This design comes from an exercise in tuning for small area on the open sky130 flow, not from production work. In this exercise RTL edits were held to simulation tests only and were not proved equivalent to the original. The clock port is modelled as an ideal driver; clocking choices that lean on that would not hold on a real chip. Power figures rest on the tool's default switching activity, not on a simulated workload.

## amber
Design uart, start of the top module:
module uart#(
  parameter CLK_FREQ = 50_000_000,
  parameter BAUD_RATE = 1200,
  parameter SAMPLING_RATE = 16,
  parameter DBITS = 8,
  parameter SBITS = 2,
  parameter FIFO_DEPTH = 8
)(
  input  wire             i_clk,
  input  wire             i_rst_n,
  input  wire             i_wr_uart,
  input  wire             i_rd_uart,
  input  wire [DBITS-1:0] i_wr_data,
  input  wire [1:0]       i_bd_rate,
  input  wire             i_d_num,
  input  wire             i_s_num,
  input  wire [1:0]       i_par,
  input  wire             i_rx,
  output wire             o_tx,
  output wire             o_rx_empty,
  output wire             o_tx_full,
  output wire             o_rx_full,
  output wire [2:0]       o_err,
  output wire [DBITS-1:0] o_rd_data
);
For scale: roughly 540 cells after synthesis, about 190 flip-flops, about 34 I/O pins, ~7700 µm² of cells after synthesis.
clock: 20.0 ns
lec_check: 0
cap_margin: 20
core_margin: 2
core_utilization: 70
slew_margin: 20
standard.sh (not shown) runs the stock make flow with config.mk's settings and CLKGATE_MAP_FILE= SYNTH_SCRIPT=/design/flow/synth_recipe.tcl, a recipe that flattens the netlist after the stock synthesis.
==> flow/flow/run.sh <==
#!/bin/bash
# The standard layout, changed in three ways that leave the design and
# its registers as the standard synthesis makes them:
#  - synthesis maps the logic with an area-oriented ABC script
#    (flow/abc_area.script) instead of ORFS's speed script, and leaves
#    adders to ABC instead of mapping them to half/full-adder cells first
#    (ADDER_MAP_FILE empty); everything else in synthesis (synth_recipe.tcl
#    and ORFS's synth.tcl) is unchanged;
#  - each port gets a buf_1 instead of ORFS's default port buffer;
#  - the clock tree is built by flow/cts_tree.tcl (run as ORFS's
#    PRE_CTS_TCL hook): one root buffer and 11 leaf buffers over k-means
#    clusters of the flip-flops, instead of TritonCTS's 17-buffer H-tree.
set -euo pipefail
HERE=$PWD
rm -rf "$HERE/orfs_scripts"
cp -r "$FLOW_HOME/scripts" "$HERE/orfs_scripts"
cp "$HERE/flow/abc_area.script" "$HERE/orfs_scripts/abc_speed.script"
bash standard.sh SCRIPTS_DIR="$HERE/orfs_scripts" ADDER_MAP_FILE= synth > "$HERE/synth.log" 2>&1
export BUFFER_PORTS_ARGS="-buffer_cell sky130_fd_sc_hd__buf_1"
export PRE_CTS_TCL="$HERE/flow/cts_tree.tcl"
export CTS_ARGS="-dont_use_dummy_load -buf_list {sky130_fd_sc_hd__clkbuf_8}"
bash standard.sh > "$HERE/standard.log" 2>&1
==> flow/flow/abc_area.script <==
strash
&get -n
&deepsyn -T 30 -S 1
&put
dch -f
&get -n
&nf -R 1000
&put
strash
dc2
strash
&get -n
&deepsyn -T 30 -S 1
&put
dch -f
&get -n
&nf -R 1000
&put
topo
Other scripts of this flow, unchanged in this note and not shown: flow/flow/cts_tree.tcl
No stage failed in amber, and the final checks on the layout all came back clean.
What ember does differently from amber at the input level:
--- a/flow/flow/abc_area.script
+++ b/flow/flow/abc_area.script
@@ -10,2 +9,0 @@
-dc2
-strash
[summary]
- ember went all the way through the flow, and no timing, DRC or antenna check failed.
- ember ended up with rx_fifo.mem[6][5]$_DFFE_PP_ as its worst setup path endpoint; amber ended up with tx_fifo.mem[1][0]$_DFFE_PP_.
- amber → ember: top fanout value on the critical path now sits lower; clock skew now sits lower; number of filler instances in the final layout now sits higher.
- Compared with amber, ember shows a clock network fraction of design power that is 4.5 points lower.
- Between amber and ember, the flow reports design area decreasing slightly.
- Taking amber as the reference, in ember worst hold slack after final layout roughly the same; starting density of the core rose by 0.26 points.

---

run A:
Another version of the RTL of uart (not shown whole).
For scale: ~180 flip-flops, roughly 34 I/O pins, ~7600 µm² of cells after synthesis.
clock: 20.0 ns
lec_check: 0
cap_margin: 20
core_margin: 2
core_utilization: 70
gpl_timing_driven: 0
slew_margin: 20
==> flow/flow/run.sh <==
#!/bin/bash
# The standard layout, changed in four ways that leave the design and
# its registers as the standard synthesis makes them:
#  - synthesis maps the logic with an area-oriented ABC script
#    (flow/abc_area.script) instead of ORFS's speed script, and leaves
#    adders to ABC instead of mapping them to half/full-adder cells first
#    (ADDER_MAP_FILE empty); everything else in synthesis (synth_recipe.tcl
#    and ORFS's synth.tcl) is unchanged;
#  - floorplanning removes the buffers synthesis left (REMOVE_ABC_BUFFERS),
#    which the standard flow otherwise removes only in timing-driven global
#    placement (turned off in config.mk);
#  - each port gets a buf_1 instead of ORFS's default port buffer;
#  - the clock tree is built by flow/cts_tree.tcl (run as ORFS's
#    PRE_CTS_TCL hook): one root buffer and 11 leaf buffers over k-means
#    clusters of the flip-flops, instead of TritonCTS's 17-buffer H-tree.
set -euo pipefail
HERE=$PWD
rm -rf "$HERE/orfs_scripts"
cp -r "$FLOW_HOME/scripts" "$HERE/orfs_scripts"
cp "$HERE/flow/abc_area.script" "$HERE/orfs_scripts/abc_speed.script"
bash standard.sh SCRIPTS_DIR="$HERE/orfs_scripts" ADDER_MAP_FILE= synth > "$HERE/synth.log" 2>&1
export REMOVE_ABC_BUFFERS=1
export BUFFER_PORTS_ARGS="-buffer_cell sky130_fd_sc_hd__buf_1"
export PRE_CTS_TCL="$HERE/flow/cts_tree.tcl"
export CTS_ARGS="-dont_use_dummy_load -buf_list {sky130_fd_sc_hd__clkbuf_8}"
bash standard.sh > "$HERE/standard.log" 2>&1
Other scripts of this flow, unchanged in this note and not shown: flow/flow/abc_area.script, flow/flow/cts_tree.tcl
Modified inputs, run B compared to run A
==> flow/config.mk <==
export PLATFORM = sky130hd
export DESIGN_NAME = uart
export DESIGN_NICKNAME = uart
export VERILOG_FILES = /design/flow/design.v
export SDC_FILE = /design/flow/constraint.sdc
export NUM_CORES = 4
export LEC_CHECK = 0
export CAP_MARGIN = 0
export CORE_MARGIN = 2
export CORE_UTILIZATION = 70
export GPL_TIMING_DRIVEN = 0
export SLEW_MARGIN = 0
### Flow results
On wire length, run A and run B are basically level.
Final cell area excluding filler cells (run B vs. run A) decreases slightly
~same combinational fraction of design power in run A and run B
Run B against run A; total power after layout is down slightly.
Compared with run A, in run B power per standard cell area neither gained nor lost much, net switching power moved down.
Per the comparison of run B with run A, switching portion of total power decreased 0.41 points; setup slack after placement fell 0.12 ns; slack of the worst reg-to-reg path down 0.10 ns.
Relative to run B, the following input files were edited for run C:
==> flow/config.mk <==
export PLATFORM = sky130hd
export DESIGN_NAME = uart
export DESIGN_NICKNAME = uart
export VERILOG_FILES = /design/flow/design.v
export SDC_FILE = /design/flow/constraint.sdc
export NUM_CORES = 4
export LEC_CHECK = 0
export CAP_MARGIN = 10
export CORE_MARGIN = 2
export CORE_UTILIZATION = 70
export GPL_TIMING_DRIVEN = 0
export SLEW_MARGIN = 10
Having completed the whole flow, run C delivered a layout that passed the timing, DRC and antenna checks. Going from run B to run C, detailed placer's ending HPWL roughly the same; relative contribution of the clock network to total power now larger; wire length of the first global-routing pass rose by 240 µm. Taking run B as the reference, in run C final worst slack higher; routed wire length dropped 0.45%; synthesis-to-layout area growth +0.55 points; via count of the first global-routing pass increased by about 1.2% relative to the old numbers.

## port drivers added, routing unchanged
No port has a modelled driver above. Below, the same layouts with a new extraction and two added sets of constraints.
Step 1: set_driving_cell puts a clkbuf_16 on i_clk and a buf_2 on each other input, an assumption about the parent block.
Step 2, shift: input delay + t, output delay - t, t = (earliest + latest rising clock arrival at the registers) / 2. This alone moves slack from input paths to output paths.
Three values: no drivers, after step 1, after step 2; two values: the first two.
run | shift t [ns] | setup WS [ns] | hold slack, ns | latest minus earliest clock arrival (ns) | worst slew at a driven data input, ns
amber | 0.460 | 13.200 / 13.212 / 12.752 | 0.385 / 0.385 / 0.385 | 0.016 / 0.016 | 0.03
ember | 0.473 | 12.715 / 12.732 / 12.260 | 0.386 / 0.386 / 0.386 | 0.011 / 0.011 | 0.04
run A | 0.466 | 12.288 / 12.300 / 11.834 | 0.384 / 0.384 / 0.384 | 0.015 / 0.015 | 0.08
run B | 0.464 | 11.994 / 12.007 / 11.543 | 0.387 / 0.387 / 0.387 | 0.017 / 0.016 | 0.07
run C | 0.467 | 12.229 / 12.241 / 11.774 | 0.389 / 0.389 / 0.389 | 0.024 / 0.024 | 0.08
After both steps every run listed still meets setup and hold.
